Context: an optimization exercise on an open-source flow, tuned for small area and a short achievable clock period. The choices shown serve that exercise and are no tape-out recipe. RTL that was checked went through simulation tests only; none was proved equivalent to the original. Power is estimated from default activity; no workload was simulated.

## final_top
module final_top (
    input clk,
    input rst,  
    input [31:0] instruction,
    input [15:0] data_in,  
    output [15:0] data_out,  
    output [15:0] addr,  
    output we,  
    output [15:0] out_reg,  
    output zero,
    output carry
);
Settings: LEC_CHECK=0, CAP_MARGIN=20, CORE_MARGIN=2, CORE_UTILIZATION=40, SETUP_SLACK_MARGIN=2.0, SLEW_MARGIN=20; clock period 4.5 ns.
run.sh (not shown) runs the stock make flow with config.mk's settings and CLKGATE_MAP_FILE= SYNTH_SCRIPT=/design/flow/synth_recipe.tcl, a recipe that flattens the netlist after the stock synthesis.
The starting point completed with no timing, DRC or antenna violations.
Then changed:
--- a/flow/design.v
+++ b/flow/design.v
@@ -55,14 +55,15 @@
     input is_subi,
     input is_and,
     input is_or,
     input is_xor,
     input is_shr,  
     input is_sra,
     input is_shl,
+    input is_none,  
     output [15:0] x,
     output [15:0] cm,
     output carry_out,
     output zero
 );
     wire cin = (is_addc & carry_in) | (is_subc & ~carry_in) | is_subi;
     wire [15:0] p = operand1 ^ operand2;
@@ -112,15 +113,21 @@
                        ({16{shr_small}} & s4) |
                        ({16{shl_small}} & rev(s4)) |
                        {16{shr_fill}};
     assign x = r_na | ({16{is_arith}} & p);
     assign cm = {16{is_arith}} & {c[14:0], cin};
     wire sum_zero = &(p ~^ {k[14:0], cin});
     wire arith_zero = sum_zero & ~(is_addc & k[15]) & ~(is_subc & ~k[15]);
-    assign zero = is_arith ? arith_zero : ~(|r_na);
+    wire shift_zero = big ? ~fill : ~(|s4);  
+    assign zero = (is_arith & arith_zero) |
+                  (is_and & ~(|g)) |
+                  (is_or & ~(|k)) |
+                  (is_xor & ~(|p)) |
+                  ((is_shr | is_shl) & shift_zero) |
+                  is_none;
 endmodule
 module final_top (
     input clk,
     input rst,  
     input [31:0] instruction,
     input [15:0] data_in,  
     output [15:0] data_out,  
@@ -136,20 +143,20 @@
     reg [3:0] opcode_d1, destReg_d1;
     reg [15:0] imm_d1;
     reg [15:0] sel1_d1, sel2_d1;
     reg fwd1_d1, fwd2_d1, use_imm_d1, inv_d1;
     reg [15:0] op1_d2, op2_d2, addr_d2;
     reg big_d2;  
     reg arith_d2, addc_d2, subc_d2, subi_d2, and_d2, or_d2, xor_d2;
-    reg shr_d2, sra_d2, shl_d2, load_d2, store_d2, rf_we_d2;
+    reg shr_d2, sra_d2, shl_d2, some_d2, load_d2, store_d2, rf_we_d2;  
     reg [3:0] destReg_d2;
     reg [15:0] x_d3, cm_d3;
     reg load_d3, rf_we_d3, carry_d3, zero_d3;
     reg [3:0] destReg_d3;
-    wire [15:0] wdata_d3 = x_d3 ^ cm_d3;
+    wire [15:0] wdata_d3 = x_d3 ^ (cm_d3 & {16{~load_d3}});
     instruction_decoder id (
         .instruction (instruction),
         .opcode (opcode),
         .reg1 (reg1),
         .reg2 (reg2),
         .destReg (destReg),
         .immediate (immediate)
@@ -190,14 +197,15 @@
         .is_subi(subi_d2),
         .is_and(and_d2),
         .is_or(or_d2),
         .is_xor(xor_d2),
         .is_shr(shr_d2),
         .is_sra(sra_d2),
         .is_shl(shl_d2),
+        .is_none(~some_d2),
         .x(alu_x),
         .cm(alu_cm),
         .carry_out(carry_d2),
         .zero(zero_d2)
     );
     always @(posedge clk or posedge rst) begin
         if (rst) begin
@@ -210,14 +218,15 @@
             subi_d2 <= 1'b0;
             and_d2 <= 1'b0;
             or_d2 <= 1'b0;
             xor_d2 <= 1'b0;
             shr_d2 <= 1'b0;
             sra_d2 <= 1'b0;
             shl_d2 <= 1'b0;
+            some_d2 <= 1'b0;
             load_d2 <= 1'b0;
             store_d2 <= 1'b0;
             rf_we_d2 <= 1'b0;
             x_d3 <= 16'b0;
             cm_d3 <= 16'b0;
             load_d3 <= 1'b0;
             rf_we_d3 <= 1'b0;
@@ -234,19 +243,20 @@
             subi_d2 <= (opcode_d1 == 4'b1100);
             and_d2 <= (opcode_d1 == 4'b0101) || (opcode_d1 == 4'b1101);
             or_d2 <= (opcode_d1 == 4'b0110) || (opcode_d1 == 4'b1110);
             xor_d2 <= (opcode_d1 == 4'b0111) || (opcode_d1 == 4'b1111);
             shr_d2 <= (opcode_d1 == 4'b1001) || (opcode_d1 == 4'b1010);
             sra_d2 <= (opcode_d1 == 4'b1010);
             shl_d2 <= (opcode_d1 == 4'b1000);
+            some_d2 <= (opcode_d1 != 4'b0000) && (opcode_d1 != 4'b0001) && (opcode_d1 != 4'b0010);
             load_d2 <= (opcode_d1 == 4'b0010);
             store_d2 <= (opcode_d1 == 4'b0001);
             rf_we_d2 <= (opcode_d1 != 4'b0000) && (opcode_d1 != 4'b0001);
             x_d3 <= alu_x | (data_in & {16{load_d2}});  
-            cm_d3 <= alu_cm;
+            cm_d3 <= alu_cm | (data_in & {16{load_d2}});
             load_d3 <= load_d2;
             rf_we_d3 <= rf_we_d2;
             carry_d3 <= carry_d2;
             zero_d3 <= zero_d2;
         end
     end
     always @(posedge clk) begin
@@ -262,11 +272,11 @@
         op1_d2 <= a_d1;
         op2_d2 <= b_d1 ^ {16{inv_d1}};
         big_d2 <= |b_d1[15:4];
     end
     assign addr = addr_d2;
     assign we = store_d2;
     assign data_out = op1_d2 & {16{store_d2}};
-    assign out_reg = load_d3 ? 16'b0 : wdata_d3;
+    assign out_reg = x_d3 ^ cm_d3;
     assign carry = carry_d3;
     assign zero = zero_d3;
 endmodule
=> Hold slack gets worse by 0.0031 ns. First-iteration DRC count rose by 10%. Maximum frequency rose by 9.5%. Cell area fell by 2.0%. Sequential power rose by about 0.8%. Die area stays flat. Clock-buffer cell count fell by 2.
Function not checked in the first run of this note: the RTL went through the layout flow alone.

---

## job 1731
The RTL this note starts from:
==> flow/design.v <==
module instruction_decoder (
    input [31:0] instruction,
    output [3:0] opcode,
    output [3:0] reg1,
    output [3:0] reg2,
    output [3:0] destReg,
    output [15:0] immediate
);
    assign opcode = instruction[31:28];
    assign reg1 = instruction[27:24];
    assign reg2 = instruction[23:20];
    assign destReg = instruction[19:16];
    assign immediate = instruction[15:0];
endmodule
module reg_file (
    input clk,
    input rst,  
    input [3:0] read_reg1,
    input [3:0] read_reg2,
    input [3:0] write_reg,
    input [15:0] write_data,
    input write_enable,
    output [15:0] read_data1,
    output [15:0] read_data2
);
    reg [15:0] regs [0:15];
    genvar g;
    generate
        for (g = 0; g < 16; g = g + 1) begin : r
            always @(posedge clk or posedge rst) begin
                if (rst)
                    regs[g] <= 16'b0;
                else if (write_enable && write_reg == g)
                    regs[g] <= write_data;
            end
        end
    endgenerate
    assign read_data1 = (write_enable && write_reg == read_reg1) ? write_data : regs[read_reg1];
    assign read_data2 = (write_enable && write_reg == read_reg2) ? write_data : regs[read_reg2];
endmodule
module alu (
    input [15:0] operand1,
    input [15:0] operand2,
    input carry_in,
    input [3:0] opcode,
    output [15:0] result,
    output carry_out
);
    wire is_addc = (opcode == 4'b0011);
    wire is_subc = (opcode == 4'b0100);
    wire is_arith = is_addc | is_subc | (opcode == 4'b1011) | (opcode == 4'b1100);
    wire is_shl = (opcode == 4'b1000);
    wire is_shr = (opcode == 4'b1001) | (opcode == 4'b1010);
    wire is_and = (opcode[2:0] == 3'b101);
    wire is_or = (opcode[2:0] == 3'b110);
    wire is_xor = (opcode[2:0] == 3'b111);
    wire cin = (is_addc & carry_in) | (is_subc & ~carry_in) | (opcode == 4'b1100);
    wire [15:0] p = operand1 ^ operand2;
    wire [15:0] g = operand1 & operand2;
    wire [16:0] gk [0:5];
    wire [16:0] pk [0:5];
    assign gk[0] = {g, cin};
    assign pk[0] = {p, 1'b0};
    genvar i, l;
    generate
        for (l = 0; l < 5; l = l + 1) begin : lvl
            for (i = 0; i < 17; i = i + 1) begin : b
                if (i >= (1 << l)) begin : pg
                    assign gk[l+1][i] = gk[l][i] | (pk[l][i] & gk[l][i - (1 << l)]);
                    assign pk[l+1][i] = pk[l][i] & pk[l][i - (1 << l)];
                end else begin : pass
                    assign gk[l+1][i] = gk[l][i];
                    assign pk[l+1][i] = pk[l][i];
                end
            end
        end
    endgenerate
    wire [15:0] sum = p ^ gk[5][15:0];
    wire c16 = gk[5][16];
    assign carry_out = (is_addc & c16) | (is_subc & ~c16);
    function [15:0] rev;
        input [15:0] x;
        integer k;
        begin
            for (k = 0; k < 16; k = k + 1)
                rev[k] = x[15 - k];
        end
    endfunction
    wire fill = (opcode == 4'b1010) & operand1[15];
    wire [15:0] s0 = is_shl ? rev(operand1) : operand1;
    wire [15:0] s1 = operand2[0] ? {fill, s0[15:1]} : s0;
    wire [15:0] s2 = operand2[1] ? {{2{fill}}, s1[15:2]} : s1;
    wire [15:0] s3 = operand2[2] ? {{4{fill}}, s2[15:4]} : s2;
    wire [15:0] s4 = operand2[3] ? {{8{fill}}, s3[15:8]} : s3;
    wire big = |operand2[15:4];
    wire [15:0] sh = big ? {16{fill}} : s4;
    assign result = ({16{is_arith}} & sum) |
                    ({16{is_and}} & g) |
                    ({16{is_or}} & (p | g)) |
                    ({16{is_xor}} & p) |
                    ({16{is_shr}} & sh) |
                    ({16{is_shl}} & rev(sh));
endmodule
module final_top (
    input clk,
    input rst,  
    input [31:0] instruction,
    input [15:0] data_in,  
    output [15:0] data_out,  
    output [15:0] addr,  
    output we,  
    output [15:0] out_reg,  
    output zero,
    output carry
);
    wire [3:0] opcode, reg1, reg2, destReg;
    wire [15:0] immediate, reg_data1, reg_data2, alu_result;
    wire carry_d2;
    reg [3:0] opcode_d1;
    reg [15:0] imm_d1;
    reg [11:0] regs_d1;
    reg [3:0] opcode_d2, destReg_d2;
    reg [15:0] op1_d2, op2_d2, addr_d2;
    reg [15:0] wdata_d3;
    reg load_d3, rf_we_d3, carry_d3;
    reg live_d3;  
    reg [3:0] destReg_d3;
    instruction_decoder id (
        .instruction ({opcode_d1, regs_d1, imm_d1}),
        .opcode (opcode),
        .reg1 (reg1),
        .reg2 (reg2),
        .destReg (destReg),
        .immediate (immediate)
    );
    reg_file rf (
        .clk(clk),
        .rst(rst),
        .read_reg1(reg1),
        .read_reg2(reg2),
        .write_reg(destReg_d3),
        .write_data(wdata_d3),
        .write_enable(rf_we_d3),
        .read_data1(reg_data1),
        .read_data2(reg_data2)
    );
    alu alu_unit (
        .operand1(op1_d2),
        .operand2(op2_d2),
        .carry_in(carry_d3),
        .opcode(opcode_d2),
        .result(alu_result),
        .carry_out(carry_d2)
    );
    wire use_imm = (opcode == 4'b1011) || (opcode == 4'b1100) || (opcode == 4'b1101) ||
                   (opcode == 4'b1110) || (opcode == 4'b1111);
    wire invert_b = (opcode == 4'b0100) || (opcode == 4'b1100);
    wire [15:0] b = use_imm ? immediate : reg_data2;
    wire is_load_d2 = (opcode_d2 == 4'b0010);
    always @(posedge clk or posedge rst) begin
        if (rst) begin
            opcode_d1 <= 4'b0;
            imm_d1 <= 16'b0;
            opcode_d2 <= 4'b0;
            addr_d2 <= 16'b0;
            wdata_d3 <= 16'b0;
            load_d3 <= 1'b0;
            rf_we_d3 <= 1'b0;
            carry_d3 <= 1'b0;
            live_d3 <= 1'b0;
        end else begin
            opcode_d1 <= instruction[31:28];
            imm_d1 <= instruction[15:0];
            opcode_d2 <= opcode;
            addr_d2 <= immediate;
            wdata_d3 <= is_load_d2 ? data_in : alu_result;
            load_d3 <= is_load_d2;
            rf_we_d3 <= (opcode_d2 != 4'b0000) && (opcode_d2 != 4'b0001);
            carry_d3 <= carry_d2;
            live_d3 <= 1'b1;
        end
    end
    always @(posedge clk) begin
        regs_d1 <= instruction[27:16];
        destReg_d2 <= destReg;
        destReg_d3 <= destReg_d2;
        op1_d2 <= reg_data1;
        op2_d2 <= invert_b ? ~b : b;
    end
    assign addr = addr_d2;
    assign we = (opcode_d2 == 4'b0001);
    assign data_out = we ? op1_d2 : 16'b0;
    assign out_reg = load_d3 ? 16'b0 : wdata_d3;
    assign carry = carry_d3;
    assign zero = live_d3 & ~(carry_d3 | (|out_reg));
endmodule
make LEC_CHECK=0 CAP_MARGIN=20 CORE_MARGIN=2 CORE_UTILIZATION=40 SETUP_SLACK_MARGIN=2.0 SLEW_MARGIN=20 finish   # period 4.5 ns
--- input diff job 1731..job 5412 ---
--- a/flow/design.v
+++ b/flow/design.v
@@ -56,16 +56,16 @@
     wire is_xor = (opcode[2:0] == 3'b111);
     wire cin = (is_addc & carry_in) | (is_subc & ~carry_in) | (opcode == 4'b1100);
     wire [15:0] p = operand1 ^ operand2;
     wire [15:0] g = operand1 & operand2;
-    wire [16:0] gk [0:5];
-    wire [16:0] pk [0:5];
-    assign gk[0] = {g, cin};
-    assign pk[0] = {p, 1'b0};
+    wire [15:0] gk [0:4];
+    wire [15:0] pk [0:4];
+    assign gk[0] = g;
+    assign pk[0] = p;
     genvar i, l;
     generate
-        for (l = 0; l < 5; l = l + 1) begin : lvl
-            for (i = 0; i < 17; i = i + 1) begin : b
+        for (l = 0; l < 4; l = l + 1) begin : lvl
+            for (i = 0; i < 16; i = i + 1) begin : b
                 if (i >= (1 << l)) begin : pg
                     assign gk[l+1][i] = gk[l][i] | (pk[l][i] & gk[l][i - (1 << l)]);
                     assign pk[l+1][i] = pk[l][i] & pk[l][i - (1 << l)];
                 end else begin : pass
@@ -74,10 +74,11 @@
                 end
             end
         end
     endgenerate
-    wire [15:0] sum = p ^ gk[5][15:0];
-    wire c16 = gk[5][16];
+    wire [15:0] c = gk[4] | (pk[4] & {16{cin}});
+    wire [15:0] sum = p ^ {c[14:0], cin};
+    wire c16 = c[15];
     assign carry_out = (is_addc & c16) | (is_subc & ~c16);
     function [15:0] rev;
         input [15:0] x;
         integer k;
@@ -122,9 +123,9 @@
     reg [3:0] opcode_d2, destReg_d2;
     reg [15:0] op1_d2, op2_d2, addr_d2;
     reg [15:0] wdata_d3;
     reg load_d3, rf_we_d3, carry_d3;
-    reg live_d3;  
+    reg nzen_d3;  
     reg [3:0] destReg_d3;
     instruction_decoder id (
         .instruction ({opcode_d1, regs_d1, imm_d1}),
         .opcode (opcode),
@@ -166,19 +167,19 @@
             wdata_d3 <= 16'b0;
             load_d3 <= 1'b0;
             rf_we_d3 <= 1'b0;
             carry_d3 <= 1'b0;
-            live_d3 <= 1'b0;
+            nzen_d3 <= 1'b0;
         end else begin
             opcode_d1 <= instruction[31:28];
             imm_d1 <= instruction[15:0];
             opcode_d2 <= opcode;
             addr_d2 <= immediate;
-            wdata_d3 <= is_load_d2 ? data_in : alu_result;
+            wdata_d3 <= alu_result | (data_in & {16{is_load_d2}});  
             load_d3 <= is_load_d2;
             rf_we_d3 <= (opcode_d2 != 4'b0000) && (opcode_d2 != 4'b0001);
             carry_d3 <= carry_d2;
-            live_d3 <= 1'b1;
+            nzen_d3 <= ~is_load_d2;
         end
     end
     always @(posedge clk) begin
         regs_d1 <= instruction[27:16];
@@ -191,6 +192,6 @@
     assign we = (opcode_d2 == 4'b0001);
     assign data_out = we ? op1_d2 : 16'b0;
     assign out_reg = load_d3 ? 16'b0 : wdata_d3;
     assign carry = carry_d3;
-    assign zero = live_d3 & ~(carry_d3 | (|out_reg));
+    assign zero = load_d3 | (nzen_d3 & ~(carry_d3 | (|wdata_d3)));
 endmodule
==> results.txt <==
Job 1731 has lower sequential share of layout area than job 5412. Row area growth from synthesis to layout: job 5412 lower / job 1731 higher. In job 5412, the post-synthesis share of cell area spent on xor and xnor gates came out 0.28 points above the value in job 1731. Looking at launching instance or port of the critical path, the load_d3$_DFF_PP0_ result is from job 1731; the wdata_d3[2]$_DFF_PP0_ one comes from job 5412. Compared with job 1731, job 5412 shows a multi-input gate share of the layout cell area that is 0.94 points lower. In job 5412 the final worst slack turned out 0.28 ns higher than in job 1731. Comparing job 1731 and job 5412, the lower net switching power is on job 1731. Per the comparison of job 5412 with job 1731, path length in cells of the critical path lower; number of cells after detailed placement lower; non-clock buffer count in the final layout lower; DRC marker count from the first detailed-route iteration lower; met1 track demand over resource roughly the same.
Function was not checked in any run of this note: the RTL went through the layout flow alone.

re-timing with driven ports:
No port has a modelled driver above. Below, the same layouts with a new extraction and two added sets of constraints. Step 1, drivers: a clkbuf_16 drives clk and a buf_2 each remaining input, both assumed. Step 2, shift: input delay + t, output delay - t, t = (earliest + latest rising clock arrival at the registers) / 2. This alone moves slack from input paths to output paths. Three values: ideal, step 1, step 2; two values: the first two.
run	t, ns	slack for setup (ns)	worst hold slack (ns)	clock arrival spread, ns	worst register clock-pin slew, ns
the first run of note 1	0.627	1.728 / 1.728 / 1.572	0.328 / 0.328 / 0.328	0.027 / 0.027	0.07 / 0.07
the second run of note 1	0.633	1.970 / 1.970 / 1.532	0.325 / 0.325 / 0.325	0.031 / 0.031	0.07 / 0.07
job 1731	0.623	1.177 / 1.123 / 1.618	0.327 / 0.327 / 0.327	0.037 / 0.037	0.07 / 0.07
job 5412	0.631	1.452 / 1.397 / 1.603	0.319 / 0.319 / 0.319	0.027 / 0.027	0.06 / 0.06
After both steps setup and hold are still met in every run listed. The setup slack of the second run of note 1, which loses most, moves by 0.000 ns with the drivers and by -0.438 ns with both steps.
